This is an optimization exercise on Yosys and OpenROAD, whose aim is small area, not a production implementation.
Where RTL was checked, it was by simulation tests only, not by an equivalence proof against the original.
Function not checked in runs 1 and 2: the RTL went through the layout flow alone.
Power and IR drop assume default switching activity.

--- design/flow/config.mk ---
export PLATFORM = sky130hd
export DESIGN_NAME = spi_display_controller_top
export DESIGN_NICKNAME = spi_display_controller_top
export VERILOG_FILES = /design/flow/design.v
export SDC_FILE = /design/flow/constraint.sdc
export NUM_CORES = 4
export LEC_CHECK = 0
export CAP_MARGIN = 5
export CORE_MARGIN = 2
export CORE_UTILIZATION = 40
export GPL_TIMING_DRIVEN = 0
export SLEW_MARGIN = 5
--- design/flow/design.v ---
module synchronizer (
    input   wire            i_clk,
    input   wire            i_sig,
    output  wire            o_rst
    );
    reg [1:0]   r_ff;
    always @(posedge i_clk) begin
        r_ff[1:0] <= {r_ff[0], i_sig};
    end
    assign o_rst = ~(r_ff[0] & r_ff[1]);
endmodule
module spi_slave (
    input   wire            i_clk,
    input   wire            i_rst,
    input   wire            i_spi_clk,
    input   wire            i_spi_cs,
    input   wire            i_spi_mosi,
    input   wire            i_dc,
    output  reg     [ 7:0]  o_data,
    output  reg             o_dc,
    output  wire            o_rxdone
    );
    function [16:0] f_inc;           
        input [16:0] a;
        input        ci;
        integer i;
        reg c;
        begin
            c = ci;
            for (i = 0; i < 17; i = i + 1) begin
                f_inc[i] = a[i] ^ c;
                c = c & a[i];
            end
        end
    endfunction
    reg         r_sck;
    reg [ 3:0]  r_cnt;       
    wire        w_rise = i_spi_clk & ~r_sck & ~i_spi_cs;
    always @(posedge i_clk) begin
        if (i_rst) begin
            r_sck <= 1'b0;
            r_cnt <= 4'd0;
        end else begin
            r_sck <= i_spi_clk;
            if (r_cnt[3]) begin
                r_cnt <= (r_cnt[1]) ? 4'd0 : f_inc({13'd0, r_cnt}, 1'b1);
            end else if (i_spi_cs) begin
                r_cnt <= 4'd0;
            end else if (w_rise) begin
                r_cnt <= f_inc({13'd0, r_cnt}, 1'b1);
            end
        end
    end
    always @(posedge i_clk) begin
        if (w_rise) begin
            o_data <= {o_data[6:0], i_spi_mosi};
            o_dc   <= i_dc;
        end
    end
    assign o_rxdone = r_cnt[3] & r_cnt[1];
endmodule
module inst_dec_reg (
    input   wire            i_clk,
    input   wire            i_rst,
    input   wire    [ 7:0]  i_spi_data,
    input   wire            i_spi_dc,
    input   wire            i_spi_rxdone,
    input   wire            i_slot,          
    output  reg     [15:0]  o_pixel_data,
    output  reg     [24:0]  o_col_addr,      
    output  reg     [24:0]  o_row_addr,      
    output  wire            o_sram_clr_req,
    output  wire            o_sram_write_req,
    output  wire            o_sram_waddr_set_req,
    output  reg             o_dispOn,
    output  reg     [ 7:0]  o_pwm_duty
    );
    function [16:0] f_inc;           
        input [16:0] a;
        input        ci;
        integer i;
        reg c;
        begin
            c = ci;
            for (i = 0; i < 17; i = i + 1) begin
                f_inc[i] = a[i] ^ c;
                c = c & a[i];
            end
        end
    endfunction
    localparam I_NONE  = 3'd0;
    localparam I_RESET = 3'd1;
    localparam I_RAMWR = 3'd4;
    localparam I_RASET = 3'd5;
    localparam I_CASET = 3'd6;
    localparam I_PWMDS = 3'd7;
    reg [2:0]   r_inst;
    reg [1:0]   r_byte_cnt;      
    reg         r_req;
    wire        w_cmd  = i_spi_rxdone & ~i_spi_dc;
    wire        w_data = i_spi_rxdone &  i_spi_dc;
    always @(posedge i_clk) begin
        if (i_rst) begin
            r_inst <= I_NONE;
            o_col_addr <= 25'd0;
            o_row_addr <= 25'd0;
            o_pwm_duty <= 8'd255;
            o_dispOn <= 1'b0;
        end else begin
            if (i_slot) r_req <= 1'b0;
            if (w_cmd) begin
                r_byte_cnt <= 2'd0;
                case (i_spi_data)
                    8'h01: begin
                        r_inst <= I_RESET;
                        o_pwm_duty <= 8'd255;
                        o_dispOn <= 1'b0;
                        r_req <= 1'b1;
                    end
                    8'h28: begin r_inst <= I_NONE;  o_dispOn <= 1'b0; end
                    8'h29: begin r_inst <= I_NONE;  o_dispOn <= 1'b1; end
                    8'h2A: r_inst <= I_CASET;
                    8'h2B: r_inst <= I_RASET;
                    8'h2C: r_inst <= I_RAMWR;
                    8'h02: r_inst <= I_PWMDS;
                    default: r_inst <= I_NONE;
                endcase
            end else if (w_data) begin
                case (r_inst)
                    I_RAMWR: begin
                        r_byte_cnt <= f_inc({15'd0, r_byte_cnt}, 1'b1);
                        if (r_byte_cnt[0]) r_req <= 1'b1;
                    end
                    I_CASET: o_col_addr <= {o_col_addr[16:0], i_spi_data};
                    I_RASET: begin
                        o_row_addr <= {o_row_addr[16:0], i_spi_data};
                        r_byte_cnt <= f_inc({15'd0, r_byte_cnt}, 1'b1);
                        if (r_byte_cnt == 2'd3) r_req <= 1'b1;
                    end
                    I_PWMDS: o_pwm_duty <= i_spi_data;
                    default: ;
                endcase
            end
        end
    end
    always @(posedge i_clk) begin
        if (i_spi_rxdone)
            o_pixel_data <= {o_pixel_data[7:0], i_spi_data};
    end
    assign o_sram_clr_req       = r_req & (r_inst == I_RESET);
    assign o_sram_write_req     = r_req & (r_inst == I_RAMWR);
    assign o_sram_waddr_set_req = r_req & (r_inst == I_RASET);
endmodule
module pwm (
    input   wire            i_clk,
    input   wire            i_rst,
    input   wire    [7:0]   i_duty,
    output  wire    [1:0]   o_phase,
    output  wire            o_pwm
);
    function [16:0] f_inc;           
        input [16:0] a;
        input        ci;
        integer i;
        reg c;
        begin
            c = ci;
            for (i = 0; i < 17; i = i + 1) begin
                f_inc[i] = a[i] ^ c;
                c = c & a[i];
            end
        end
    endfunction
    reg [1:0]   r_ph;
    reg [12:0]  r_cnt;           
    always @(posedge i_clk) begin
        if (i_rst) begin
            r_ph  <= 2'b00;
            r_cnt <= 13'd0;
        end else begin
            r_ph  <= {r_ph[0], ~r_ph[1]};
            r_cnt <= f_inc({4'd0, r_cnt}, r_ph[1] & ~r_ph[0]);
        end
    end
    assign o_phase = r_ph;
    function f_lt8;
        input [7:0] a;
        input [7:0] b;
        integer i;
        reg lt;
        begin
            lt = 1'b0;
            for (i = 0; i < 8; i = i + 1)
                lt = (~a[i] & b[i]) | (~(a[i] ^ b[i]) & lt);
            f_lt8 = lt;
        end
    endfunction
    assign o_pwm = f_lt8(r_cnt[12:5], i_duty);
endmodule
module lcd_controller (
    input   wire            i_clk,
    input   wire            i_rst,
    input   wire    [1:0]   i_phase,
    output  wire    [16:0]  o_sram_raddr,
    output  wire            o_DispClockPort,
    output  wire            o_DispHsyncPort,
    output  wire            o_DispVsyncPort,
    output  wire            o_DispDataEnablePort,
    output  wire            o_DispDispPort
    );
    function [16:0] f_inc;           
        input [16:0] a;
        input        ci;
        integer i;
        reg c;
        begin
            c = ci;
            for (i = 0; i < 17; i = i + 1) begin
                f_inc[i] = a[i] ^ c;
                c = c & a[i];
            end
        end
    endfunction
    assign o_DispDispPort       = 1'b1;
    assign o_DispDataEnablePort = 1'b0;
    assign o_DispClockPort      = i_phase[1];
    reg [ 9:0]  r_h;
    reg [ 8:0]  r_v;
    wire        w_h_end  = (r_h == 10'd530);
    wire        w_line   = (r_h == 10'd487);           
    wire        w_h_vis  = ~(r_h[9] | (&r_h[8:5]));        
    wire        w_v_vis  = ~r_v[8] | ~(|r_v[7:4]);         
    always @(posedge i_clk) begin
        if (i_rst) begin
            r_h <= 10'd488;
            r_v <= 9'd276;
        end else if (i_phase == 2'b01) begin
            r_h <= w_h_end ? 10'd0 : f_inc({7'd0, r_h}, 1'b1);
            if (w_line)
                r_v <= (r_v == 9'd287) ? 9'd0 : f_inc({8'd0, r_v}, 1'b1);
        end
    end
    wire [16:0] w_x17 = f_inc({8'd0, r_h[8:0]}, ~i_phase[1]);
    wire [8:0]  w_x   = w_h_vis ? w_x17[8:0] :
                        ((r_h <= 10'd487) ? 9'd480 : 9'd0);
    wire        w_v_end = ~w_v_vis & (r_v <= 9'd275);
    wire [8:0]  w_line_no = w_v_vis ? r_v : (w_v_end ? 9'd272 : 9'd0);
    wire [8:0]  w_x_eff = w_v_vis ? w_x : 9'd0;
    wire [12:0] w_hi = {w_line_no, w_x_eff[8:5]} - {4'd0, w_line_no};
    assign o_sram_raddr = {w_hi[11:0], w_x_eff[4:0]};
    assign o_DispHsyncPort = ~(r_h == 10'd488);
    assign o_DispVsyncPort = ~((r_v >= 9'd276) & (r_v <= 9'd285));
endmodule
module sram_controller (
    input   wire            i_clk,
    input   wire            i_rst,
    input   wire    [1:0]   i_phase,
    input   wire            i_height_is_270,
    input   wire    [15:0]  i_pixel_data,
    input   wire    [24:0]  i_col_addr,
    input   wire    [24:0]  i_row_addr,
    input   wire            i_sram_clr_req,
    input   wire            i_sram_write_req,
    input   wire            i_sram_waddr_set_req,
    input   wire            i_dispOn,
    input   wire    [16:0]  i_sram_raddr,
    output  wire            o_SRAMWriteEnablePort,
    output  wire            o_SRAMOutputEnablePort,
    output  wire    [23:0]  o_SRAMDataPort,
    output  wire            o_SRAMDataDrivePort,
    output  wire    [17:0]  o_SRAMAddrPort
    );
    function [16:0] f_inc;           
        input [16:0] a;
        input        ci;
        integer i;
        reg c;
        begin
            c = ci;
            for (i = 0; i < 17; i = i + 1) begin
                f_inc[i] = a[i] ^ c;
                c = c & a[i];
            end
        end
    endfunction
    function [11:0] f_add12;         
        input [11:0] a;
        input [11:0] b;
        input        ci;
        integer i;
        reg c;
        begin
            c = ci;
            for (i = 0; i < 12; i = i + 1) begin
                f_add12[i] = a[i] ^ b[i] ^ c;
                c = (a[i] & b[i]) | (c & (a[i] ^ b[i]));
            end
        end
    endfunction
    function f_ge9;                  
        input [8:0] a;
        input [8:0] b;
        integer i;
        reg ge;
        begin
            ge = 1'b1;
            for (i = 0; i < 9; i = i + 1)
                ge = (a[i] & ~b[i]) | (~(a[i] ^ b[i]) & ge);
            f_ge9 = ge;
        end
    endfunction
    reg     [16:0]  r_waddr;
    reg             r_oe_on;         
    reg             r_we;
    reg             r_clr_busy;
    reg     [8:0]   r_x;
    reg     [8:0]   r_y;
    wire            w_slot = (i_phase == 2'b00);
    wire            w_x_end = f_ge9(r_x, i_col_addr[8:0]);
    wire            w_y_end = f_ge9(r_y, i_row_addr[8:0]);
    wire    [16:0]  w_ym17 = f_inc({9'd0, r_y[7:0]}, i_height_is_270);
    wire    [7:0]   w_ym = w_ym17[7:0];
    wire    [11:0]  w_hi = f_add12({w_ym, r_x[8:5]}, {3'b111, ~r_y}, ~i_height_is_270);
    wire    [16:0]  w_addr = {w_hi, r_x[4:0]};
    always @(posedge i_clk) begin
        if (i_rst) begin
            r_waddr <= 17'd0;
            r_oe_on <= 1'b0;
            r_we <= 1'b0;
            r_clr_busy <= 1'b0;
            r_x <= 9'd0;
            r_y <= 9'd0;
        end else begin
            if (w_slot) begin
                r_we <= 1'b0;
                if (r_clr_busy) begin
                    if (&r_waddr[16:9]) begin
                        r_clr_busy <= 1'b0;
                    end else begin
                        r_waddr <= f_inc(r_waddr, 1'b1);
                        r_we <= 1'b1;
                    end
                end else if (i_sram_clr_req) begin
                    r_waddr <= 17'd0;
                    r_clr_busy <= 1'b1;
                    r_we <= 1'b1;
                end else if (i_sram_write_req) begin
                    r_x <= f_inc({8'd0, r_x}, 1'b1);
                    if (w_x_end) begin
                        r_x <= i_col_addr[24:16];
                        r_y <= f_inc({8'd0, r_y}, 1'b1);
                        if (w_y_end) r_y <= i_row_addr[24:16];
                    end
                    r_waddr <= w_addr;
                    r_we <= 1'b1;
                end else if (i_sram_waddr_set_req) begin
                    r_x <= i_col_addr[24:16];
                    r_y <= i_row_addr[24:16];
                end
            end else if (i_phase == 2'b11) begin
                r_oe_on <= i_dispOn;
                r_we <= 1'b0;
            end
        end
    end
    wire            w_oe = r_oe_on & ~r_we;
    assign o_SRAMWriteEnablePort  = ~r_we;
    assign o_SRAMOutputEnablePort = ~w_oe;
    assign o_SRAMDataPort = (r_we & ~r_clr_busy) ?
        {8'b0, i_pixel_data[4:0], i_pixel_data[10:5], i_pixel_data[15:11]} : 24'd0;
    assign o_SRAMDataDrivePort = r_we | ~i_dispOn;
    assign o_SRAMAddrPort = {1'b0, w_oe ? i_sram_raddr : r_waddr};
endmodule
module spi_display_controller_top (
    input   wire            mco,
    input   wire            rst_n,
    input   wire            SPI_CLK,
    input   wire            SPI_CS,
    input   wire            SPI_MOSI,
    input   wire            DC,
    input   wire    [ 5:0]  iModeSelectorPort,
    output  wire            oDispClockPort,
    output  wire            oDispHsyncPort,
    output  wire            oDispVsyncPort,
    output  wire            oDispDataEnablePort,
    output  wire            oDispDispPort,
    output  wire            oDispLedSHDNPort,
    output  wire    [17:0]  oSRAMAddrPort,
    output  wire    [23:0]  oSRAMDataPort,
    output  wire            oSRAMDataDrivePort,
    output  wire            oSRAMWriteEnablePort,
    output  wire            oSRAMOutputEnablePort
    );
    wire        w_rst;
    wire [ 1:0] w_phase;
    wire [ 7:0] w_spi_mosi_data;
    wire        w_spi_dc;
    wire        w_spi_rxdone;
    wire [15:0] w_pixel_data;
    wire [24:0] w_col_addr;
    wire [24:0] w_row_addr;
    wire        w_sram_clr_req;
    wire        w_sram_write_req;
    wire        w_sram_waddr_set_req;
    wire        w_dispOn;
    wire [ 7:0] w_pwm_duty;
    wire [16:0] w_sram_raddr;
    synchronizer sync_reset_inst (
        .i_clk ( mco ),
        .i_sig ( rst_n ),
        .o_rst ( w_rst )
    );
    spi_slave spi_slave_inst (
        .i_clk ( mco ),
        .i_rst ( w_rst ),
        .i_spi_clk ( SPI_CLK ),
        .i_spi_cs ( SPI_CS ),
        .i_spi_mosi ( SPI_MOSI ),
        .i_dc ( DC ),
        .o_data ( w_spi_mosi_data ),
        .o_dc ( w_spi_dc ),
        .o_rxdone ( w_spi_rxdone )
    );
    inst_dec_reg inst_dec_reg_inst (
        .i_clk ( mco ),
        .i_rst ( w_rst ),
        .i_spi_data ( w_spi_mosi_data ),
        .i_spi_dc ( w_spi_dc ),
        .i_spi_rxdone ( w_spi_rxdone ),
        .i_slot ( w_phase == 2'b00 ),
        .o_pixel_data ( w_pixel_data ),
        .o_col_addr ( w_col_addr ),
        .o_row_addr ( w_row_addr ),
        .o_sram_clr_req ( w_sram_clr_req ),
        .o_sram_write_req ( w_sram_write_req ),
        .o_sram_waddr_set_req ( w_sram_waddr_set_req ),
        .o_dispOn ( w_dispOn ),
        .o_pwm_duty ( w_pwm_duty )
    );
    pwm pwm_lcd_inst (
        .i_clk ( mco ),
        .i_rst ( w_rst ),
        .i_duty ( w_pwm_duty ),
        .o_phase ( w_phase ),
        .o_pwm ( oDispLedSHDNPort )
    );
    lcd_controller lcd_controller_inst (
        .i_clk ( mco ),
        .i_rst ( w_rst ),
        .i_phase ( w_phase ),
        .o_sram_raddr ( w_sram_raddr ),
        .o_DispClockPort ( oDispClockPort ),
        .o_DispHsyncPort ( oDispHsyncPort ),
        .o_DispVsyncPort ( oDispVsyncPort ),
        .o_DispDataEnablePort ( oDispDataEnablePort ),
        .o_DispDispPort ( oDispDispPort )
    );
    sram_controller sram_controller_inst (
        .i_clk ( mco ),
        .i_rst ( w_rst ),
        .i_phase ( w_phase ),
        .i_height_is_270 ( iModeSelectorPort[0] ),
        .i_pixel_data ( w_pixel_data ),
        .i_col_addr ( w_col_addr ),
        .i_row_addr ( w_row_addr ),
        .i_sram_clr_req ( w_sram_clr_req ),
        .i_sram_write_req ( w_sram_write_req ),
        .i_sram_waddr_set_req ( w_sram_waddr_set_req ),
        .i_dispOn ( w_dispOn ),
        .i_sram_raddr ( w_sram_raddr ),
        .o_SRAMWriteEnablePort ( oSRAMWriteEnablePort ),
        .o_SRAMOutputEnablePort ( oSRAMOutputEnablePort ),
        .o_SRAMDataPort ( oSRAMDataPort ),
        .o_SRAMDataDrivePort ( oSRAMDataDrivePort ),
        .o_SRAMAddrPort ( oSRAMAddrPort )
    );
endmodule
--- design/flow/flow/run.sh ---
#!/bin/bash
# Layout flow: the standard synthesis, then its combinational logic
# re-mapped for area by ABC (the flip-flops, their names and cell types
# are kept as the standard synthesis made them), then the standard ORFS
# layout with a lighter clock tree (no dummy loads) and minimum-size port
# buffers. Each tool's output goes to its own log file in this folder.
set -euo pipefail
W=$(pwd)
R=$W/orfs/results/$FLOW_PLATFORM/spi_display_controller_top/base
LIB=$FLOW_HOME/platforms/$FLOW_PLATFORM/lib/sky130_fd_sc_hd__tt_025C_1v80.lib
YOSYS=yosys
[[ -x $FLOW_HOME/../tools/install/yosys/bin/yosys ]] && YOSYS=$FLOW_HOME/../tools/install/yosys/bin/yosys
export CTS_ARGS="-sink_clustering_enable -repair_clock_nets -dont_use_dummy_load -buf_list sky130_fd_sc_hd__clkbuf_8"
export BUFFER_PORTS_ARGS="-buffer_cell sky130_fd_sc_hd__buf_1"

bash standard.sh synth > synth_standard.log 2>&1
cp "$R/1_2_yosys.v" "$W/standard_netlist.v"
python3 flow/gen_models.py "$LIB" "$W/standard_netlist.v" "$W/comb_models.v" > gen_models.log 2>&1

DONT_USE=""
for c in sky130_fd_sc_hd__probe_p_8 sky130_fd_sc_hd__probec_p_8; do DONT_USE="$DONT_USE -dont_use $c"; done
for c in $(grep -o 'cell *( *"\?sky130_fd_sc_hd__lpflow_[a-z0-9_]*' "$LIB" | grep -o 'sky130_fd_sc_hd__lpflow_[a-z0-9_]*' | sort -u); do
  DONT_USE="$DONT_USE -dont_use $c"
done
cat > resynth.ys <<EOS
read_verilog $W/comb_models.v
read_liberty -lib -ignore_redef $LIB
read_verilog $W/standard_netlist.v
hierarchy -check -top $FLOW_TOP
flatten
delete t:\$scopeinfo
techmap
opt -fast
abc -liberty $LIB $DONT_USE -script $W/flow/area.abc
setundef -zero
splitnets
opt_clean -purge
hilomap -singleton -hicell sky130_fd_sc_hd__conb_1 HI -locell sky130_fd_sc_hd__conb_1 LO
opt_clean -purge
stat -liberty $LIB
write_verilog -noattr -noexpr -nohex -nodec $R/1_2_yosys.v
EOS
$YOSYS -s resynth.ys > resynth.log 2>&1

bash standard.sh synth > synth_odb.log 2>&1
bash standard.sh > layout.log 2>&1
--- design/flow/flow/gen_models.py ---
#!/usr/bin/env python3
"""Write Verilog models of the combinational cells a netlist uses, from
their liberty functions, so that Yosys can re-map that logic.
usage: gen_models.py LIB NETLIST OUT"""
import re
import sys

lib, netlist, out = sys.argv[1:4]
txt = open(lib).read()
used = set(re.findall(r'^\s*(sky130_fd_sc_hd__\w+)\s+\S+\s*\(', open(netlist).read(), re.M))
parts = re.split(r'\n\s*cell\s*\(\s*"?([A-Za-z0-9_]+)"?\s*\)\s*\{', txt)
mods = []
for i in range(1, len(parts), 2):
    name, body = parts[i], parts[i + 1]
    if name not in used:
        continue
    if re.search(r'\b(ff|latch|statetable)\s*\(', body) or 'three_state' in body:
        continue
    ins, outs = [], []
    for pn, pb in re.findall(r'pin\s*\(\s*"?(\w+)"?\s*\)\s*\{(.*?)\n\s{8}\}', body, re.S):
        d = re.search(r'direction\s*:\s*"?(\w+)"?', pb)
        if not d:
            continue
        if d.group(1) == 'input':
            ins.append(pn)
        elif d.group(1) == 'output':
            f = re.search(r'function\s*:\s*"([^"]*)"', pb)
            outs.append((pn, f.group(1) if f else None))
    if not outs or any(f is None for _, f in outs):
        print('no model for', name)
        continue

    def conv(f):
        f = f.replace('!', '~')
        return re.sub(r'(\w|\))\s+(?=[\w~(])', r'\1 & ', f)

    s = 'module %s(%s);\n' % (name, ', '.join(ins + [o for o, _ in outs]))
    s += ''.join('  input %s;\n' % p for p in ins)
    s += ''.join('  output %s;\n  assign %s = %s;\n' % (o, o, conv(f)) for o, f in outs)
    mods.append(s + 'endmodule\n')
open(out, 'w').write(''.join(mods))
print('models:', len(mods), 'cells used:', len(used))
--- design/flow/constraint.sdc ---
create_clock -name core_clock -period 5.0 [get_ports {mco}]
set_input_delay 1.0000 -clock core_clock [delete_from_list [all_inputs] [get_ports {mco}]]
set_output_delay 1.0000 -clock core_clock [all_outputs]
set_load 0.01 [all_outputs]
--- design/flow/flow/area.abc ---
strash; &get -n; &deepsyn -J 100 -T 600; &dch -f; &nf -R 1000; &put
--- design/flow/standard.sh ---
#!/bin/bash
# synth_recipe.tcl (not shown) runs the flow's synth.tcl, then flattens the netlist and writes it again
# the make line also repeats each setting of config.mk as NAME=value (left out here)
make -C /OpenROAD-flow-scripts/flow DESIGN_CONFIG=/design/flow/config.mk WORK_HOME=/design/flow/orfs CLKGATE_MAP_FILE= SYNTH_SCRIPT=/design/flow/synth_recipe.tcl "${@:-finish}"
==> results of run 1 <==
[metrics by stage]
| step | area [µm²] | total power [mW] | utilization | setup WS, ns | instances |
|---|---|---|---|---|---|
| global placement | 7843 | 1.484 | 0.4366 | -0.9848 | 1072 |
| detailed placement | 7908 | 1.487 | 0.4402 | -0.7394 | 1076 |
| global route | 8711 | 2.267 | 0.4849 | -0.5383 | 1132 |
| CTS | 8487 | 2.212 | 0.4725 | -0.1267 | 1124 |
| floorplan | 7383 | 1.462 | - | 0.02064 | 797 |
| finish | 8711 | 2.188 | 0.4849 | -0.2597 | 1132 |
[worst max-delay path: cells and delay by family, from the launching register on]
| kind | cells | cell delay (ns) |
|---|---|---|
| AOI/OAI and AO/OA | 13 | 1.84 |
| xor gates and xnor gates | 2 | 0.38 |
| and+or+nand+nor | 6 | 1.09 |
| DFF | 1 | 0.34 |
| buffers and inverters | 1 | 0.13 |
[area by class of cell]
class,count,share of cell area
timing repair buffer,89,0.06693
inverter,44,0.01896
multi-input combinational,584,0.4316
tap,229,0.03289
clock buffer,17,0.02686
sequential,169,0.4227
[timing repair]
item,4_1_cts,5_1_grt
cloned,0,0
endpoints found under the setup margin,8,9
buffers inserted,31,21
gates resized for setup,44,36
pin swaps,21,21
[flip-flops by register name (all words and copies together), names as in the netlist, 3 cells and up]
name	cells
inst_dec_reg_inst.o_col_addr	25
inst_dec_reg_inst.o_pixel_data	16
inst_dec_reg_inst.o_pwm_duty	8
inst_dec_reg_inst.o_row_addr	25
inst_dec_reg_inst.r_inst	3
lcd_controller_inst.r_h	10
lcd_controller_inst.r_v	9
pwm_lcd_inst.r_cnt	13
spi_slave_inst.o_data	8
spi_slave_inst.r_cnt	4
sram_controller_inst.r_waddr	17
sram_controller_inst.r_x	9
sram_controller_inst.r_y	9
[power by group through the flow]
stage	registers (mW)	clock network, mW	logic [mW]
after global placement	1.43	0	0.0564
after CTS	1.39	0.757	0.0619
final	1.39	0.733	0.0618
after detailed placement	1.43	0	0.0597
after floorplan	1.42	0	0.0399
after global routing	1.39	0.804	0.0686
[path summary, 6_finish.rpt]
check | startpoint | end | slack, ns
worst max-delay path | lcd_controller_inst.r_h[0] | oSRAMAddrPort[16] | -0.26
worst max register to register | sync_reset_inst.r_ff[0] | inst_dec_reg_inst.o_pwm_duty[4] | 0.83
worst min-delay path | sync_reset_inst.r_ff[0] | sync_reset_inst.r_ff[1] | 0.35
worst min register to register | sync_reset_inst.r_ff[0] | sync_reset_inst.r_ff[1] | 0.35
[cell usage in the layout, fill, tap and decap left out, types with 11 or more instances in the layout]
cell type / n
dfxtp_1: 134
nand2_1: 62
nor2_1: 59
a22o_1: 59
a21oi_1: 53
o21ai_0: 52
clkinv_1: 44
buf_1: 39
xnor2_1: 34
edfxtp_1: 28
nor3_1: 27
and2_0: 25
buf_4: 25
clkbuf_8: 17
and3_1: 15
buf_6: 15
nand3_1: 14
a22oi_1: 13
conb_1: 11
[per-layer routing]
layer / routed length (µm) / vias up / track usage
met1: 8682 / 2940 / 0.2490
met4: 399 / 0 / 0.06858
met3: 912 / 31 / 0.04164
li1: - / 3140 / -
met5: 0 / - / 0
met2: 8478 / 172 / 0.2918
==> notes.md, run 1 <==
- The routed layout has 6283 vias.
- The fraction of layout instances using a drive strength above 1 is 0.1207.
- The initial antenna violation count was 0.
- The first global-routing pass estimated 29140 µm of wire.
- The largest incremental delay on the critical path is 0.34 ns.
- The remaining max-slew budget at the tightest pin is 0.1463.
- The core area is 17960 µm².
- The clock tree synthesis step divided the H-tree into 4 levels.
- The number of filler instances in the final layout is 1710.
- Registers take 3682 µm².
- The power density relative to cell area is 251.2 nW/µm².
- Summed over all nets, the switching power comes to 0.4857 mW.
- The die covers 19470 µm².
- In this run the worst path has a maximum fanout of 5.
- The final count of negative-setup-slack endpoints is 7.
- For this block, the initial DRC count from the detailed router was 487.
- Timing would allow up to 190.1 MHz.
- After technology mapping, the gate count stands at 788.
- The multi-input combinational cells in the finished layout cover a total of 3760 µm².
- The max-slew violation count is 0.
- The ratio of final minimum period to clock period is 1.052.
- Clock tree synthesis selected as its root buffer the cell clkbuf_8.
- After detailed routing, the average wire length per cell comes to 16.32 µm.
- The clock-pin transition on the worst setup and hold timing paths is 0.09 ns.
- The worst-case vdd ir drop is 0.1759 mV.
- The number of primary I/O pins is 63.
- The kind of path behind the tightest hold check is register to register.
- Setup repair after global routing could not meet its margin everywhere.
- The reasons given for failing layout checks are negative setup slack.
- The number of sinks on the clock net is 169.
- The library cell contributing the largest single delay on the critical path is dfxtp_4.
- The flow ran to the end, but the layout failed its checks.
- The post-synthesis instance area is 7347 µm².
- For this run, the total global-route usage over all layers was measured as 0.1849.
- The count of cells along the worst hold path is 0.
- After layout, the minimum clock period comes to 5.260 ns.
- The type of destination of the critical path is an output port.
- The kind of launch point of the worst setup path is a register.
- In the final timing run, aggregate negative setup slack is -1.449 ns.
- In this run the deepest clock path goes through 2 buffers.
- The clock network latency to the later pin of the worst-skew pair is 0.48 ns.
- The routed design has 18470 µm of wire.
- The leftover overflow at the end of global routing is 0.
- By startpoint and endpoint, the worst setup path is classified as register to output port.
- The congestion estimate from routability-driven global placement came to 0.8249.
- The leakage power figure is 3.026 nW.
- Using the TritonRoute via totals, the vias-per-cell ratio works out to 5.550.
- The final hold violation count is 0.
- The tightest hold margin is 0.3544 ns.
- The overall die width is 139.5 µm.
- At the worst endpoint, the required time is 4.00 ns.
- The layout net count is 917.
- The post-detailed-route count of antenna-violating nets is 0.
- The number of cell rows is 49.
- TritonCTS built the clock tree.
- Port buffering added 46 buffers.
- The worst setup skew after layout is 0.03678 ns.
- The largest net degree at the start of global routing is 33.
- By instance count, the cell type seen most on the critical path is o21ai_2.
- The sequential share of power is 0.637.
- The via count of the first global-routing pass came to 5784.
- The area growth from synthesis to layout is 18.56%.
- The number of buffers created by CTS is 17.
- For the worst setup path, the data arrival time is 4.26 ns.
- Each instance of the synthesized netlist takes up on average 9.324 µm².
- The tool flagged a number of max-cap violations equal to 0.
- The number of antenna diodes in the final layout is 0.
- The combinational group share of total power is 0.028.
- The starting density of the core is 0.4090.
- The total of hold buffers inserted after clock tree synthesis is 0.
- The die is 139.5 µm tall.
- Of the total power, the clock network draws 0.335.
- The actual transition at the worst max-transition pin is 1.277 ns.
- The signal on the critical path passes through nor2b_4, and3_4, and3_4, and2_4, a21oi_4, nor3_4, xnor2_2, a31oi_4, a21oi_2, o21ai_2, a211oi_2, xnor2_1, o21ai_2, a22oi_2, a22oi_2, o21ai_2, o21ai_2, a21oi_2, nor2_2, a21oi_2, a22o_1, buf_2.
- The Yosys warning count is 6.
- The count of TritonRoute iterations in the first routing pass is 5.
- The detailed-placement wirelength estimate is 11930 µm.
- The cell depth of the worst flop-to-flop path is 6.
- The count of unresolved DRC violations after routing is 0.
- The fraction of power spent switching nets is 0.2220.
- The internal power is 1.702 mW.
- After layout, the worst setup slack is -0.2597 ns.
==> run 2, diff against run 1 <==
--- a/design/flow/config.mk
+++ b/design/flow/config.mk
@@ -5,8 +5,7 @@
 export SDC_FILE = /design/flow/constraint.sdc
 export NUM_CORES = 4
 export LEC_CHECK = 0
-export CAP_MARGIN = 5
+export CAP_MARGIN = 20
 export CORE_MARGIN = 2
 export CORE_UTILIZATION = 40
-export GPL_TIMING_DRIVEN = 0
-export SLEW_MARGIN = 5
+export SLEW_MARGIN = 20
==> notes.md, run 2 <==
- Across the run, the number of max-cap violations was 0.
- After clock tree synthesis, the clock-pin slew on the worst setup and hold paths is 0.09 ns.
- The worst setup slack before clock tree synthesis is -0.09819 ns.
- In this run the tool buffered the top-level ports with 46 buffer cells.
- The average wire length per cell after detail routing is 15.76 µm.
- The remaining max-slew budget at the tightest pin is 0.3601.
- At the later pin of the worst-skew pair, clock insertion delay measures 0.47 ns.
- The initialized floorplan defines 49 standard-cell rows.
- The initial antenna violation count was 0.
- Setup violations remaining at the end of the flow were counted as 5.
- The die span in y is 139.5 µm.
- The number of vias per cell after detailed routing is 5.464.
- The maximum clock insertion buffer count is 2.
- The first detailed-routing pass took 6 iterations.
- The power after layout is 2.184 mW.
- Pin placement for this block handled 63 I/O pins.
- The via count of the first global-routing pass is 5778.
- The data required time at the worst endpoint is 4.00 ns.
- The kind of launch point of the worst setup path is a register.
- Once detail routing completed, the nets flagged for antenna violations numbered 0.
- The top fanout value on the critical path is 4.
- In the finished design, the share of the clock period the worst path needs comes to 1.025.
- The classification of the worst setup path is register to output port.
- In this run the cell area of the synthesized design comes to 7347 µm².
- Synthesis produced 788 cells.
- Setup repair after global routing could not meet its margin everywhere.
- The initial utilization of the core area, before any placement, comes to 0.4090.
- The finished cells cover 8601 µm².
- The sequential share of power is 0.639.
- The fmax is 195.2 MHz.
- The area growth from synthesis to layout is 17.06%.
- In this run the power density over the cells is 254.0 nW/µm².
- The type of destination of the critical path is an output port.
- The checks that failed were negative setup slack.
- The internal power is 1.705 mW.
- In this run the clock root is driven by a clkbuf_8.
- The switching component of the power is 0.4795 mW.
- The routed wire length is 17950 µm.
- The clock group share of total power is 0.333.
- The average instance in the mapped netlist occupies 9.324 µm².
- The leftover overflow at the end of global routing is 0.
- The largest registers in the layout are inst_dec_reg_inst.o_col_addr (25), inst_dec_reg_inst.o_row_addr (25), sram_controller_inst.r_waddr (17).
- The max-slew violation count is 0.
- The worst-case vdd ir drop is 0.1731 mV.
- The leakage power figure is 3.047 nW.
- Of the total power, the share spent switching nets is 0.2195.
- In this run the horizontal extent of the chip is 139.5 µm.
- The fraction of layout instances using a drive strength above 1 is 0.1121.
- The final total negative setup slack is -0.5321 ns.
- The total of hold buffers inserted after clock tree synthesis is 0.
- Detailed placement ended at an HPWL of 12260 µm.
- Hold is met by 0.3511 ns.
- The clock arrives with 0.03305 ns of skew.
- The final hold violation count is 0.
- In the global route stage, overall resource usage came out at 0.1869.
- Clock tree synthesis inserted a total of 17 buffers.
- The final worst-path setup slack is -0.1231 ns.
- The congestion estimate from routability-driven global placement came to 0.8205.
- For the worst setup path, the data arrival time is 4.12 ns.
- Entering global routing, the biggest net connects 32 pins.
- Fill cells in the final layout number 1739.
- The first global-routing pass estimated 29400 µm of wire.
- The region available for standard cell placement spans 17960 µm².
- The actual transition at the worst max-transition pin is 0.9525 ns.
- The kind of path behind the tightest hold check is register to register.
- The number of antenna diodes in the final layout is 0.
- For this block, the via count after detailed routing is 6223.
- The violation count after the first detailed-routing iteration is 475.
- The placement-stage cell area is 8103 µm².
- For this design, the sink count on the clock tree is 169.
- For this run, the post-layout net count is 924.
- TritonCTS built the clock tree.
- The most common cell after layout, fill and taps aside is dfxtp_1.
- Counting I/O delays and the setup requirement, the final critical path takes 5.123 ns.
- Leaving out fill and tap cells, the most frequent cells in the layout are 140 x dfxtp_1, 64 x nor2_1, 62 x nand2_1, 59 x a22o_1.
- The run finished, with violations left.
- The H-tree was split into 4 levels.
- The combinational group share of total power is 0.028.
- The Yosys warning count is 6.
- The floorplan die area is 19470 µm².
- In the routed design, unresolved DRC markers number 0.
==> run 2: cell type report <==
cell class              count  area (µm²)  share of cell area
inverters                  44       165.2             0.01920
repair buffers             96       556.8             0.06474
multi-input cells         584        3694              0.4294
well taps                 229       286.5             0.03331
flip-flops and latches    169        3665              0.4261
clock buffers              17       234.0             0.02720
==> run 2: power groups by stage <==
stage | registers (mW) | clock network (mW) | logic, mW
after floorplan | 1.42 | 0 | 0.0399
after global placement | 1.43 | 0 | 0.0614
after detailed placement | 1.43 | 0 | 0.0616
after CTS | 1.40 | 0.744 | 0.0620
after global routing | 1.40 | 0.793 | 0.0695
final | 1.39 | 0.727 | 0.0622
==> run 2: per-stage QoR <==
step	std cells	utilization
after floorplan	797	-
final	1139	0.4788
after CTS	1140	0.4750
after global routing	1139	0.4788
after detailed placement	1106	0.4511
after global placement	1106	0.4511
==> run 2: repair_timing <==
item,4_1_cts,5_1_grt
endpoints found under the hold margin,0,0
setup buffers,18,3
resized for setup,27,15
endpoints found under the setup margin,6,8
pin swaps,22,5
==> run 2: final timing paths <==
check	startpoint	end	slack [ns]	depth (start not counted)
worst max-delay path	lcd_controller_inst.r_h[0]	oSRAMAddrPort[14]	-0.12	23
worst min-delay path	sync_reset_inst.r_ff[0]	sync_reset_inst.r_ff[1]	0.35	0
worst max register to register	sram_controller_inst.r_y[0]	sram_controller_inst.r_waddr[16]	1.01	21
worst min register to register	sync_reset_inst.r_ff[0]	sync_reset_inst.r_ff[1]	0.35	0
==> run 2: critical path: stages (launching register included) <==
cell	delay (ns)
dfxtp_2	0.32
nor2b_4	0.14
and3_4	0.18
and3_4	0.21
and2_4	0.16
a21oi_2	0.06
nor3_2	0.27
xnor2_2	0.17
a31oi_2	0.08
a21oi_2	0.16
o21ai_2	0.08
a211oi_2	0.21
buf_4	0.18
xnor2_4	0.09
o21ai_2	0.18
a22oi_2	0.09
a22oi_2	0.23
o21ai_1	0.09
o21ai_1	0.12
a21oi_2	0.10
nor2_2	0.17
xnor2_1	0.14
a21oi_1	0.08
buf_2	0.18
==> run 2: routing by layer <==
layer / share of wire / global-route usage / up-vias
met5: 0 / 0 / -
li1: - / - / 3158
met2: 0.47 / 0.2964 / 140
met4: 0.015 / 0.06114 / 0
met1: 0.47 / 0.2570 / 2902
met3: 0.045 / 0.03716 / 23
==> run 3, diff against run 2 <==
--- a/design/flow/design.v
+++ b/design/flow/design.v
@@ -225,31 +225,44 @@
     assign o_DispDataEnablePort = 1'b0;
     assign o_DispClockPort      = i_phase[1];
     reg [ 9:0]  r_h;
-    reg [ 8:0]  r_v;
+    reg         r_v_vis;         
+    reg [ 3:0]  r_v_blank;       
+    reg [11:0]  r_cnt_hi;
     wire        w_h_end  = (r_h == 10'd530);
     wire        w_line   = (r_h == 10'd487);           
     wire        w_h_vis  = ~(r_h[9] | (&r_h[8:5]));        
-    wire        w_v_vis  = ~r_v[8] | ~(|r_v[7:4]);         
+    wire        w_vis    = w_h_vis & r_v_vis;
     always @(posedge i_clk) begin
         if (i_rst) begin
             r_h <= 10'd488;
-            r_v <= 9'd276;
-        end else if (i_phase == 2'b01) begin
-            r_h <= w_h_end ? 10'd0 : f_inc({7'd0, r_h}, 1'b1);
-            if (w_line)
-                r_v <= (r_v == 9'd287) ? 9'd0 : f_inc({8'd0, r_v}, 1'b1);
+            r_v_vis <= 1'b0;
+            r_v_blank <= 4'd4;
+            r_cnt_hi <= 12'd0;
+        end else begin
+            if (i_phase == 2'b01) begin
+                r_h <= w_h_end ? 10'd0 : f_inc({7'd0, r_h}, 1'b1);
+                if (w_line) begin
+                    if (r_v_vis) begin
+                        if (r_cnt_hi == 12'd4080) begin
+                            r_v_vis <= 1'b0;
+                            r_v_blank <= 4'd0;
+                        end
+                    end else begin
+                        r_v_blank <= f_inc({13'd0, r_v_blank}, 1'b1);
+                        if (&r_v_blank) r_v_vis <= 1'b1;
+                        if (r_v_blank == 4'd3) r_cnt_hi <= 12'd0;
+                    end
+                end
+            end
+            if ((i_phase == 2'b10) & w_vis & (&r_h[4:0]))
+                r_cnt_hi <= f_inc({5'd0, r_cnt_hi}, 1'b1);
         end
     end
-    wire [16:0] w_x17 = f_inc({8'd0, r_h[8:0]}, ~i_phase[1]);
-    wire [8:0]  w_x   = w_h_vis ? w_x17[8:0] :
-                        ((r_h <= 10'd487) ? 9'd480 : 9'd0);
-    wire        w_v_end = ~w_v_vis & (r_v <= 9'd275);
-    wire [8:0]  w_line_no = w_v_vis ? r_v : (w_v_end ? 9'd272 : 9'd0);
-    wire [8:0]  w_x_eff = w_v_vis ? w_x : 9'd0;
-    wire [12:0] w_hi = {w_line_no, w_x_eff[8:5]} - {4'd0, w_line_no};
-    assign o_sram_raddr = {w_hi[11:0], w_x_eff[4:0]};
+    wire [16:0] w_lo17 = f_inc({12'd0, r_h[4:0]}, ~i_phase[1]);
+    wire [4:0]  w_lo = w_lo17[4:0];
+    assign o_sram_raddr = {r_cnt_hi, w_vis ? w_lo : 5'd0};
     assign o_DispHsyncPort = ~(r_h == 10'd488);
-    assign o_DispVsyncPort = ~((r_v >= 9'd276) & (r_v <= 9'd285));
+    assign o_DispVsyncPort = ~(~r_v_vis & (r_v_blank >= 4'd4) & (r_v_blank <= 4'd13));
 endmodule
 module sram_controller (
     input   wire            i_clk,
--- a/design/flow/flow/run.sh
+++ b/design/flow/flow/run.sh
@@ -12,6 +12,7 @@
 [[ -x $FLOW_HOME/../tools/install/yosys/bin/yosys ]] && YOSYS=$FLOW_HOME/../tools/install/yosys/bin/yosys
 export CTS_ARGS="-sink_clustering_enable -repair_clock_nets -dont_use_dummy_load -buf_list sky130_fd_sc_hd__clkbuf_8"
 export BUFFER_PORTS_ARGS="-buffer_cell sky130_fd_sc_hd__buf_1"
+export SKIP_REPAIR_TIE_FANOUT=1
 
 bash standard.sh synth > synth_standard.log 2>&1
 cp "$R/1_2_yosys.v" "$W/standard_netlist.v"
--- a/design/flow/config.mk
+++ b/design/flow/config.mk
@@ -5,7 +5,8 @@
 export SDC_FILE = /design/flow/constraint.sdc
 export NUM_CORES = 4
 export LEC_CHECK = 0
-export CAP_MARGIN = 20
+export CAP_MARGIN = 5
 export CORE_MARGIN = 2
-export CORE_UTILIZATION = 40
-export SLEW_MARGIN = 20
+export CORE_UTILIZATION = 72
+export GPL_TIMING_DRIVEN = 0
+export SLEW_MARGIN = 5
==> notes.md, run 3 <==
- The run finished with no timing, DRC or antenna violations.
- CTS built an H-tree with a depth of 4.
- Summed over all layers, the global routing overflow is 0.
- The library cells used most frequently in the layout, excluding fill and tap cells, are 149 x dfxtp_1, 66 x nand2_1, 54 x a21oi_1, 52 x nor2_1, 52 x a22o_1.
- Across every metal layer, demand over resource in global routing totals 0.2986.
- The worst-case hold path end point is sync_reset_inst.r_ff[1].
- The finished layout holds 942 standard cells, fillers aside.
- The post-synthesis instance area is 7264 µm².
- In the routed design, unresolved DRC markers number 0.
- In this run the post-CTS setup repair buffer count came out at 0.
- The total of hold buffers inserted after clock tree synthesis is 0.
- After clock tree synthesis, the repair step resized 0 gates.
- Summed over all cells, the static leakage comes to 2.769 nW.
- The initial antenna violation count came to 0.
- The start point of the worst hold path is sync_reset_inst.r_ff[0].
- Clock skew on the completed layout was measured at 0.02318 ns.
- For this run, the slowest stage of the critical path takes 0.42 ns.
- The buffer and inverter count on the worst path is 1.
- The post-detailed-route count of antenna-violating nets is 0.
- Across the run, the number of max-cap violations was 0.
- The largest registers in the layout are inst_dec_reg_inst.o_col_addr (25), inst_dec_reg_inst.o_row_addr (25), sram_controller_inst.r_waddr (17).
- The final count of negative-setup-slack endpoints is 0.
- The type of destination of the critical path is a register.
- The Yosys warning count is 6.
- The reg-to-reg critical path startpoint is sram_controller_inst.r_x[1].
- The number of vias in the routed layout is 5895.
- The number of filler instances in the final layout is 659.
- The average instance in the mapped netlist occupies 9.751 µm².
- The number of sinks on the clock net is 177.
- The critical path goes through buf_1, xnor2_1, o21ai_0, maj3_1, nand2_1, a21oi_1, a21oi_1, and2_0, nor2b_1, o22a_1, a21oi_1, o21bai_1, o21ai_0, xnor2_1, o21a_1, a21oi_1, nor2_1, nor4_1, xnor2_1, o21ai_0.
- Counting the buffers created by CTS gives 17.
- The most common cell after layout, fill and taps aside is dfxtp_1.
- Broken down by cell family, the worst path's largest delay share belongs to compound AO/OA/AOI/OAI gates.
- The worst reg-to-reg setup slack is 0.64 ns.
- The placer's final routability congestion estimate is 0.8754.
- The max-slew violation count was 0.
- The actual transition at the worst max-transition pin is 0.9481 ns.
- Input and output buffers added on the ports amount to 46.
- The violation count after the first detailed-routing iteration is 492.
- The worst path in the final design needs a cycle of 4.463 ns, including I/O delays and setup.
- The clock network latency to the later pin of the worst-skew pair is 0.46 ns.
- The number of antenna diodes in the final layout is 0.
- Counting along the longest clock path gives a buffer depth of 2.
- In this run the clock root is driven by a clkbuf_8.
- Summed over all nets, the switching power comes to 0.4726 mW.
- For this configuration, the core starts out at a cell density of 0.7432.
- Data on the critical path is required at its endpoint by 5.30 ns.
- Setup repair after global routing left no endpoint under its margin.
- For this block, the routed nets add up to 15790 µm of wire.
- TritonCTS built the clock tree.
- The placed cell count is 925.
- The clock group share of total power is 0.323.
- Of the total power, registers draw 0.653.
- For this design, the slowest cell found on the critical path is maj3_1.
- Of the available clock period, the critical path in the final layout requires 0.8926.
- The die is 104.4 µm wide.
- STA puts the critical path data arrival time at 4.77 ns.
- The kind of path behind the tightest hold check is register to register.
- The number of standard cells after synthesis is 745.
- The worst setup path is launched from an input pin.
- Based on the critical path, the design can be clocked at up to 224.1 MHz.
- After routing, the total negative slack on setup checks comes to 0 ns.
- The combinational group share of total power is 0.025.
- For this design the ratio of total power to cell area is 284.5 nW/µm².
- The floorplan step set the die height to 104.4 µm.
- The final hold violation count is 0.
- The first global-routing pass estimated 26400 µm of wire.
- After detailed routing, the number of vias per cell comes to 6.258.
- The floorplan die area is 10910 µm².
- Cell internal power was estimated by the tool at 1.763 mW.
- The power after layout is 2.236 mW.
- Counting instances, the worst hold path has a depth of 0.
- The number of cell rows is 36.
- The area growth from synthesis to layout is 8.198%.
- The critical path in this run is classified as input pin to register.
- Entering global routing, the biggest net connects 28 pins.
- In the final layout, the share of cells above drive strength 1 is 0.02596.
- The terminus of the critical flop-to-flop path is sram_controller_inst.r_y[7].
- After clock tree synthesis, the clock-pin slew on the worst setup and hold paths is 0.07 ns.
- Dividing the detail-routed wire length by the instance count gives 16.77 µm.
- The worst register-to-register path has a depth of 18.
- Of all nets on the critical path, the largest fanout is 4.
- The layout net count is 823.
- The via count of the first global-routing pass was 5456.
- The number of primary I/O pins is 63.
- Headroom to the max-slew limit came out at 0.3664.
- The worst-case vdd ir drop is 0.2567 mV.
- Among the stages of the critical path, the cell type that occurs most often is a21oi_1.
- The core region is 9774 µm².
- Across all hold checks on the routed design, the worst slack comes to 0.3783 ns.
- The first TritonRoute pass finished after 5 iterations.
- Of the total power, the share spent switching nets is 0.2114.
- The HPWL after detailed placement is 10920 µm.
## run 3: per-layer routing
layer / GRT usage / wire length (µm) / vias to the layer above
li1: - / - / 2879
met5: 0 / 0 / -
met2: 0.4809 / 7544 / 150
met4: 0.1023 / 261 / 0
met3: 0.06579 / 813 / 21
met1: 0.4000 / 7174 / 2845
## run 3: worst max path at each step
stage | from | to | slack [ns] | cells after the start
2_1_floorplan | iModeSelectorPort[0] | sram_controller_inst.r_waddr[16] | 0.84 | 19
3_3_place_gp | iModeSelectorPort[0] | sram_controller_inst.r_waddr[16] | 0.38 | 20
3_5_place_dp | iModeSelectorPort[0] | sram_controller_inst.r_waddr[16] | 0.15 | 20
4_1_cts | iModeSelectorPort[0] | sram_controller_inst.r_waddr[16] | 0.59 | 20
5_1_grt | sram_controller_inst.r_x[1] | sram_controller_inst.r_y[8] | 0.25 | 18
6_report | iModeSelectorPort[0] | sram_controller_inst.r_waddr[16] | 0.54 | 20
## run 3: metrics by stage
step,setup WS (ns),area [µm²],util
final,0.5371,7860,0.8041
after global routing,0.2521,7860,0.8041
after CTS,0.5871,7858,0.8039
after detailed placement,0.1467,7624,0.7800
after global placement,0.3759,7604,0.7779
after floorplan,0.8402,7264,-
## run 3: cell type report
| type | count | area [µm²] | area share |
|---|---|---|---|
| Inverter | 29 | 108.9 | 0.01385 |
| Timing Repair Buffer | 47 | 187.7 | 0.02388 |
| Tap cell | 133 | 166.4 | 0.02117 |
| Clock buffer | 17 | 234.0 | 0.02977 |
| Multi-Input combinational cell | 539 | 3339 | 0.4249 |
| Sequential cell | 177 | 3824 | 0.4865 |
## run 3: power groups by stage
stage	clock network (mW)	logic (mW)	registers (mW)
floorplan	0	0.0394	1.49
detailed placement	0	0.0541	1.49
global route	0.778	0.0605	1.46
CTS	0.725	0.0544	1.46
finish	0.722	0.0553	1.46
global placement	0	0.0517	1.49
## run 3: worst reg2reg max path: cells and delay by family, from the launching register on
family	cells	cell delay (ns)
flops	1	0.38
compound gates	6	0.81
buf+inv	1	0.15
fa+ha+maj	4	1.49
xor+xnor	1	0.16
simple gates	6	1.25
==> run 4, diff against run 3 <==
--- a/design/flow/config.mk
+++ b/design/flow/config.mk
@@ -7,6 +7,6 @@
 export LEC_CHECK = 0
 export CAP_MARGIN = 5
 export CORE_MARGIN = 2
-export CORE_UTILIZATION = 72
+export CORE_UTILIZATION = 58
 export GPL_TIMING_DRIVEN = 0
 export SLEW_MARGIN = 5
==> notes.md, run 4 <==
- The maximum clock insertion buffer count is 2.
- The later pin in the worst-skew pair is clocked with a latency of 0.47 ns.
- The buffer and inverter count on the worst path is 1.
- Of all nets on the critical path, the largest fanout is 4.
- The classification of the worst setup path is input pin to register.
- The die is 115.9 µm wide.
- The startpoint identified for the worst register-to-register timing path is sram_controller_inst.r_y[0].
- The die covers 13440 µm².
- The flow ran to the end and the layout has no timing, DRC or antenna violations.
- The final hold violation count came to 0.
- The remaining max-slew budget at the tightest pin is 0.3374.
- The library cell contributing the largest single delay on the critical path is maj3_1.
- Setup repair after global routing left no endpoint under its margin.
- The number of buffers created by CTS is 17.
- After the first detailed-routing iteration, the DRC count stood at 363.
- The routed wire length is 15580 µm.
- During placement, the flow inserted port buffers numbering 46.
- The root buffer cell is clkbuf_8.
- The starting density of the core is 0.5998.
- The detailed-placement wirelength estimate is 11200 µm.
- After detailed routing, the number of remaining DRC violations is 0.
- The area growth from synthesis to layout is 8.750%.
- The share of total power dissipated in sequential elements is 0.653.
- The cell depth of the worst flop-to-flop path is 19.
- Pin placement for this block handled 63 I/O pins.
- For this design the ratio of total power to cell area is 282.8 nW/µm².
- CTS saw 177 sinks.
- The number of gates on the worst path with buffers counted is 20.
- The count of cells along the worst hold path is 0.
- Summing all multi-input logic gate instances after layout gives 3339 µm².
- VDD sags by at most 0.2360 mV.
- The worst setup skew after layout is 0.02287 ns.
- The die span in y is 115.9 µm.
- The data required time at the worst endpoint is 5.35 ns.
- The most common cell type on the critical path is a21oi_1.
- The actual transition at the worst max-transition pin is 0.9915 ns.
- Max-cap violations in this run came to 0.
- Among cell families on the critical path, the largest total delay comes from compound AO/OA/AOI/OAI gates.
- The total of hold buffers inserted after clock tree synthesis is 0.
- In this run, post-CTS repair resized a total of 0 instances.
- The H-tree depth is 4.
- In this run the critical register-to-register path is captured at sram_controller_inst.r_waddr[15].
- The number of standard cells after synthesis is 745.
- The combinational group share of total power is 0.025.
- The fmax is 226.2 MHz.
- Of the total power, the share spent switching nets is 0.2107.
- Walking the worst path, the cells encountered are buf_1, xnor2_1, o21ai_0, maj3_1, nand2_1, a21oi_1, a21oi_1, and2_0, nor2b_1, o22a_1, a21oi_1, o21bai_1, o21ai_0, xnor2_1, o21a_1, a21oi_1, nor2_1, nor4_1, o21ai_0, o31ai_1.
- The largest incremental delay on the critical path is 0.41 ns.
- The clock group share of total power is 0.322.
- The count of nets left with antenna violations once routing finished came out at 0.
- In this run the register-to-register setup slack is 0.79 ns.
- Following the worst setup path forward leads to its endpoint at sram_controller_inst.r_waddr[15].
- After detailed placement, the total cell area comes to 7666 µm².
- The kind of launch point of the worst setup path is an input pin.
- The average wire length per cell after detail routing is 15.94 µm.
- The library cell used most frequently in the layout, excluding fill and tap cells, is dfxtp_1.
- The fraction of layout instances using a drive strength above 1 is 0.02596.
- The switching component of the power is 0.4706 mW.
- Summed over all layers, the global routing overflow is 0.
- STA puts the critical path data arrival time at 4.77 ns.
- After clock tree synthesis, the clock-pin slew on the worst setup and hold paths is 0.07 ns.
- Across all layers, the routed design uses 5810 vias.
- Entering global routing, the biggest net connects 28 pins.
- Summed over all cells, the static leakage comes to 2.768 nW.
- The Yosys step of the flow raised 6 warnings.
- Leaving out fill and tap cells, the most frequent cells in the layout are 149 x dfxtp_1, 66 x nand2_1, 54 x a21oi_1, 52 x nor2_1, 52 x a22o_1.
- The layout has 1063 filler cells.
- The number of cell rows is 40.
- The initial antenna violation count is 0.
- Using the TritonRoute via totals, the vias-per-cell ratio works out to 5.947.
- The final total negative setup slack is 0 ns.
- The max-slew violation count is 0.
- Dividing the synthesized area by the synthesized cell count gives 9.751 µm².
- The final layout contains 823 nets.
- The final count of negative-setup-slack endpoints is 0.
- In the global route stage, overall resource usage came out at 0.2466.
- In the final layout, the registers with the most flip-flops are inst_dec_reg_inst.o_col_addr (25), inst_dec_reg_inst.o_row_addr (25), sram_controller_inst.r_waddr (17).
- The repair_antennas step left the layout with diodes totalling 0.
- Subtracting the final worst setup slack from the clock period gives 4.421 ns.
- In the final layout, flip-flops and latches occupy 3824 µm².
- The summed area of non-filler cells in the final layout is 7900 µm².
- TritonCTS built the clock tree.
- The ratio of final minimum period to clock period is 0.8842.
- The congestion estimate from routability-driven global placement came to 0.8364.
- The via count of the first global-routing pass was 5321.
- In this run the cell area of the synthesized design comes to 7264 µm².
- In this run the post-CTS setup repair buffer count came out at 0.
- The worst hold path belongs to the class register to register.
- In this run the most critical hold path is launched from sync_reset_inst.r_ff[0].
- The first global-routing pass estimated 25910 µm of wire.
- The type of destination of the critical path is a register.
- The core area is 12110 µm².
- The internal power is 1.763 mW.
- The count of TritonRoute iterations in the first routing pass is 5.
- The origin of the worst setup path is iModeSelectorPort[0].
==> run 4: metal layers <==
layer	up-vias	track usage	routed length, µm
met1	2749	0.3326	7290
met4	0	0.08810	318
met3	28	0.05805	772
met2	148	0.3910	7196
met5	-	0	0
li1	2885	-	-
==> run 4: area by class of cell <==
class,instances,share of cell area
inverters,29,0.01378
clock buffers,17,0.02962
flip-flops and latches,177,0.4840
well taps,168,0.02661
multi-input cells,539,0.4227
repair buffers,47,0.02328
==> run 4: how the worst min path moves through the flow <==
stage,slack [ns],to
finish,0.38,sync_reset_inst.r_ff[1]
global route,0.39,sync_reset_inst.r_ff[1]
CTS,0.38,sync_reset_inst.r_ff[1]
detailed placement,0.37,sync_reset_inst.r_ff[1]
global placement,0.37,sync_reset_inst.r_ff[1]
floorplan,0.36,sync_reset_inst.r_ff[1]
==> run 4: power by group through the flow <==
stage	Combinational, mW	Sequential (mW)	Clock, mW
floorplan	0.0394	1.49	0
global placement	0.0530	1.49	0
detailed placement	0.0548	1.49	0
CTS	0.0548	1.46	0.741
global route	0.0618	1.46	0.794
finish	0.0554	1.46	0.720
==> run 4: stage by stage <==
stage,std cells,util,power (mW),setup slack (ns),hold slack [ns]
6_report,977,0.6523,2.234,0.5791,0.3769
5_1_grt,977,0.6523,2.316,0.1581,0.3934
4_1_cts,977,0.6523,2.255,0.6644,0.3784
3_5_place_dp,960,0.6330,1.546,0.1950,0.3719
3_3_place_gp,959,0.6314,1.545,0.3373,0.3658
2_1_floorplan,745,-,1.527,0.8402,0.3552
==> run 5, diff against run 4 <==
--- a/design/flow/config.mk
+++ b/design/flow/config.mk
@@ -7,6 +7,6 @@
 export LEC_CHECK = 0
 export CAP_MARGIN = 5
 export CORE_MARGIN = 2
-export CORE_UTILIZATION = 58
+export CORE_UTILIZATION = 65
 export GPL_TIMING_DRIVEN = 0
 export SLEW_MARGIN = 5
==> notes.md, run 5 <==
- The overall die width is 109.7 µm.
- The origin of the worst setup path is iModeSelectorPort[0].
- Averaged over all synthesized cells, the footprint is 9.751 µm².
- The number of placed instances, taps included, is 932.
- The placer's final routability congestion estimate is 0.8092.
- The classification of the worst setup path is input pin to register.
- Counting both buffers and inverters, the worst setup path holds a total of 1.
- Relative to the synthesized area, the layout overhead comes to 8.319%.
- Traced cell by cell, the critical path runs through buf_1, xnor2_1, o21ai_0, maj3_1, nand2_1, a21oi_1, a21oi_1, and2_0, nor2b_1, o22a_1, a21oi_1, o21bai_1, o21ai_0, xnor2_1, o21a_1, a21oi_1, nor2_1, nor4_1, xnor2_1, o21ai_0.
- The number of antenna diodes in the final layout is 0.
- The power density relative to cell area is 285.0 nW/µm².
- The first global-routing pass estimated 25850 µm of wire.
- The library cell used most frequently in the layout, excluding fill and tap cells, is dfxtp_1.
- In this run the critical register-to-register path is captured at sram_controller_inst.r_y[7].
- For the worst flop-to-flop path, the logic depth is 18.
- The synthesized netlist occupies a cell area of 7264 µm².
- The number of buffers created by CTS is 17.
- Dividing the final minimum period by the clock period gives 0.8640.
- The min-delay analysis places its worst path in the category register to register.
- The max-slew violation count is 0.
- The final count of negative-setup-slack endpoints is 0.
- The worst reg-to-reg setup slack is 0.69 ns.
- The clock net in this run drives a total of 177 sinks.
- For this run, the detailed router's first-pass iteration total came to 5.
- The library cell contributing the largest single delay on the critical path is maj3_1.
- The H-tree generated during clock tree synthesis spans 4 levels.
- Summed over all layers, the routed wires come to 16090 µm.
- The tightest hold margin is 0.3832 ns.
- After floorplanning, the core was sized to cover 10890 µm².
- The final route contains 5865 vias.
- In this run the worst path has a maximum fanout of 4.
- For the pin with the worst max-slew slack, the measured transition is 0.9844 ns.
- In this run the critical register-to-register path is launched from sram_controller_inst.r_x[1].
- In this run the core area contains 38 standard-cell rows.
- The root buffer cell chosen for the clock tree is clkbuf_8.
- The average wire length per cell after detail routing is 16.96 µm.
- The worst path arrival time is 4.64 ns.
- TritonCTS built the clock tree.
- The number of port buffers is 46.
- The starting density of the core is 0.6672.
- The largest registers in the layout are inst_dec_reg_inst.o_col_addr (25), inst_dec_reg_inst.o_row_addr (25), sram_controller_inst.r_waddr (17).
- The layout net count is 823.
- The detailed-placement wirelength estimate is 11290 µm.
- The worst hold path terminates at sync_reset_inst.r_ff[1].
- The most common cell type on the critical path is a21oi_1.
- The number of cells upsized or downsized after cts is 0.
- The worst-case vdd ir drop is 0.2740 mV.
- The floorplan die area is 12040 µm².
- The Yosys warning count is 6.
- For this design, the CTS-stage hold fixing added 0 buffers.
- Setup repair after global routing left no endpoint under its margin.
- In this run, the number of DRC markers left after iteration 0 of detailed routing was 487.
- The kind of launch point of the worst setup path is an input pin.
- At the later pin of the worst-skew pair, clock insertion delay measures 0.47 ns.
- The remaining max-slew budget at the tightest pin is 0.3437.
- For this run, the total global-route usage over all layers was measured as 0.2796.
- The fraction of layout instances using a drive strength above 1 is 0.02596.
- The count of unresolved DRC violations after routing is 0.
- The count of nets left with antenna violations once routing finished came out at 0.
- For this design the static power due to leakage is 2.769 nW.
- The minimum period implied by the final worst setup slack is 4.320 ns.
- Across the run, the number of max-cap violations was 0.
- The final worst-path setup slack is 0.6799 ns.
- The worst setup skew after layout is 0.02660 ns.
- The number of filler instances in the final layout is 845.
- The initial antenna violation count was 0.
- Setup total negative slack on the finished layout was measured at 0 ns.
- At the worst endpoint, the required time is 5.32 ns.
- STA classifies the critical path endpoint as a register.
- The fmax is 231.5 MHz.
- The number of primary I/O pins is 63.
- The start point of the worst hold path is sync_reset_inst.r_ff[0].
- The run finished with no timing, DRC or antenna violations.
- The completed layout was analyzed and its total power is 2.243 mW.
- The clock passes through at most 2 buffers.
- The largest net degree at the start of global routing is 28.
- Among cell families on the critical path, the largest total delay comes from compound AO/OA/AOI/OAI gates.
- Post-CTS timing repair inserted 0 buffers for setup.
- The final hold violation count is 0.
- In the routed layout, each cell is associated on average with a via count of 6.180.
- The die is 109.7 µm tall.
- The number of standard cells after synthesis is 745.
- The via count of the first global-routing pass is 5324.
- The total overflow left after global routing is 0.
- The clock-pin transition on the worst setup and hold timing paths is 0.07 ns.
- The count of cells along the worst hold path is 0.
- The number of standard cells in the final layout excluding fillers is 949.
- Leaving out fill and tap cells, the most frequent cells in the layout are 149 x dfxtp_1, 66 x nand2_1, 54 x a21oi_1, 52 x nor2_1, 52 x a22o_1.
- The largest incremental delay on the critical path is 0.42 ns.
- At the placement stage, the worst setup path has a slack of 0.2571 ns.
-- run 5: cell type report --
class	count	area, µm²	share of cell area
Inverter	29	108.9	0.01383
Multi-Input combinational cell	539	3339	0.4244
Sequential cell	177	3824	0.4859
Clock buffer	17	234.0	0.02973
Timing Repair Buffer	47	187.7	0.02385
Tap cell	140	175.2	0.02226
-- run 5: how the worst max path moves through the flow --
stage | cells after the start | to
floorplan | 19 | sram_controller_inst.r_waddr[16]
global route | 20 | sram_controller_inst.r_waddr[16]
CTS | 18 | sram_controller_inst.r_y[7]
detailed placement | 20 | sram_controller_inst.r_waddr[16]
finish | 20 | sram_controller_inst.r_waddr[16]
global placement | 20 | sram_controller_inst.r_waddr[16]
-- run 5: worst reg2reg max path: cells and delay by family (launching register included) --
family	cells	cell delay, ns
xor+xnor	1	0.17
flops	1	0.39
simple gates	6	1.22
fa+ha+maj	4	1.47
buf+inv	1	0.18
compound gates	6	0.79
-- run 5: metrics by stage --
| stage | instance area, µm² | utilization |
|---|---|---|
| 3_3_place_gp | 7612 | 0.6992 |
| 4_1_cts | 7869 | 0.7227 |
| 2_1_floorplan | 7264 | - |
| 6_report | 7869 | 0.7227 |
| 5_1_grt | 7869 | 0.7227 |
| 3_5_place_dp | 7635 | 0.7012 |
-- run 5: routing by layer --
metal / part of all wire / track usage / wire length [µm]
met5: 0 / 0 / 0
met4: 0.011 / 0.09494 / 184
met3: 0.055 / 0.06224 / 880
met2: 0.48 / 0.4590 / 7743
met1: 0.45 / 0.3664 / 7284
-- run 5: report_power, final --
part	switching [mW]	leakage, nW	internal [mW]
Clock	0.429	0.122	0.300
Sequential	0.0101	1.46	1.45
Combinational	0.0405	1.19	0.0145
Total	0.480	2.77	1.76

-- port drivers added, routing unchanged --
The flow's constraints put no driver on any port. The routed layouts listed below were extracted and timed again, unchanged, in two steps. Step 1 sets driving cells, clkbuf_16 on the clock port and buf_2 on the other inputs (assumed; they add their load-dependent delay and slew). Step 2 also shifts input and output timing later by t, the mid clock arrival at the registers, as if the neighbouring blocks saw the same clock. a / b / c = no drivers / after step 1 / after step 2; a / b = the first two.
run | t (ns) | setup slack, ns | cell pins on the clock port's net
run 1 | 0.500 | -0.260 / -0.301 / 0.135 | 1
run 2 | 0.498 | -0.123 / -0.165 / 0.334 | 1
run 3 | 0.488 | 0.537 / 0.551 / 0.062 | 1
run 4 | 0.487 | 0.579 / 0.593 / 0.105 | 1
run 5 | 0.492 | 0.680 / 0.686 / 0.199 | 1
For run 5, which loses most, drivers alone change the setup slack by +0.006 ns; drivers and shift together by -0.481 ns.
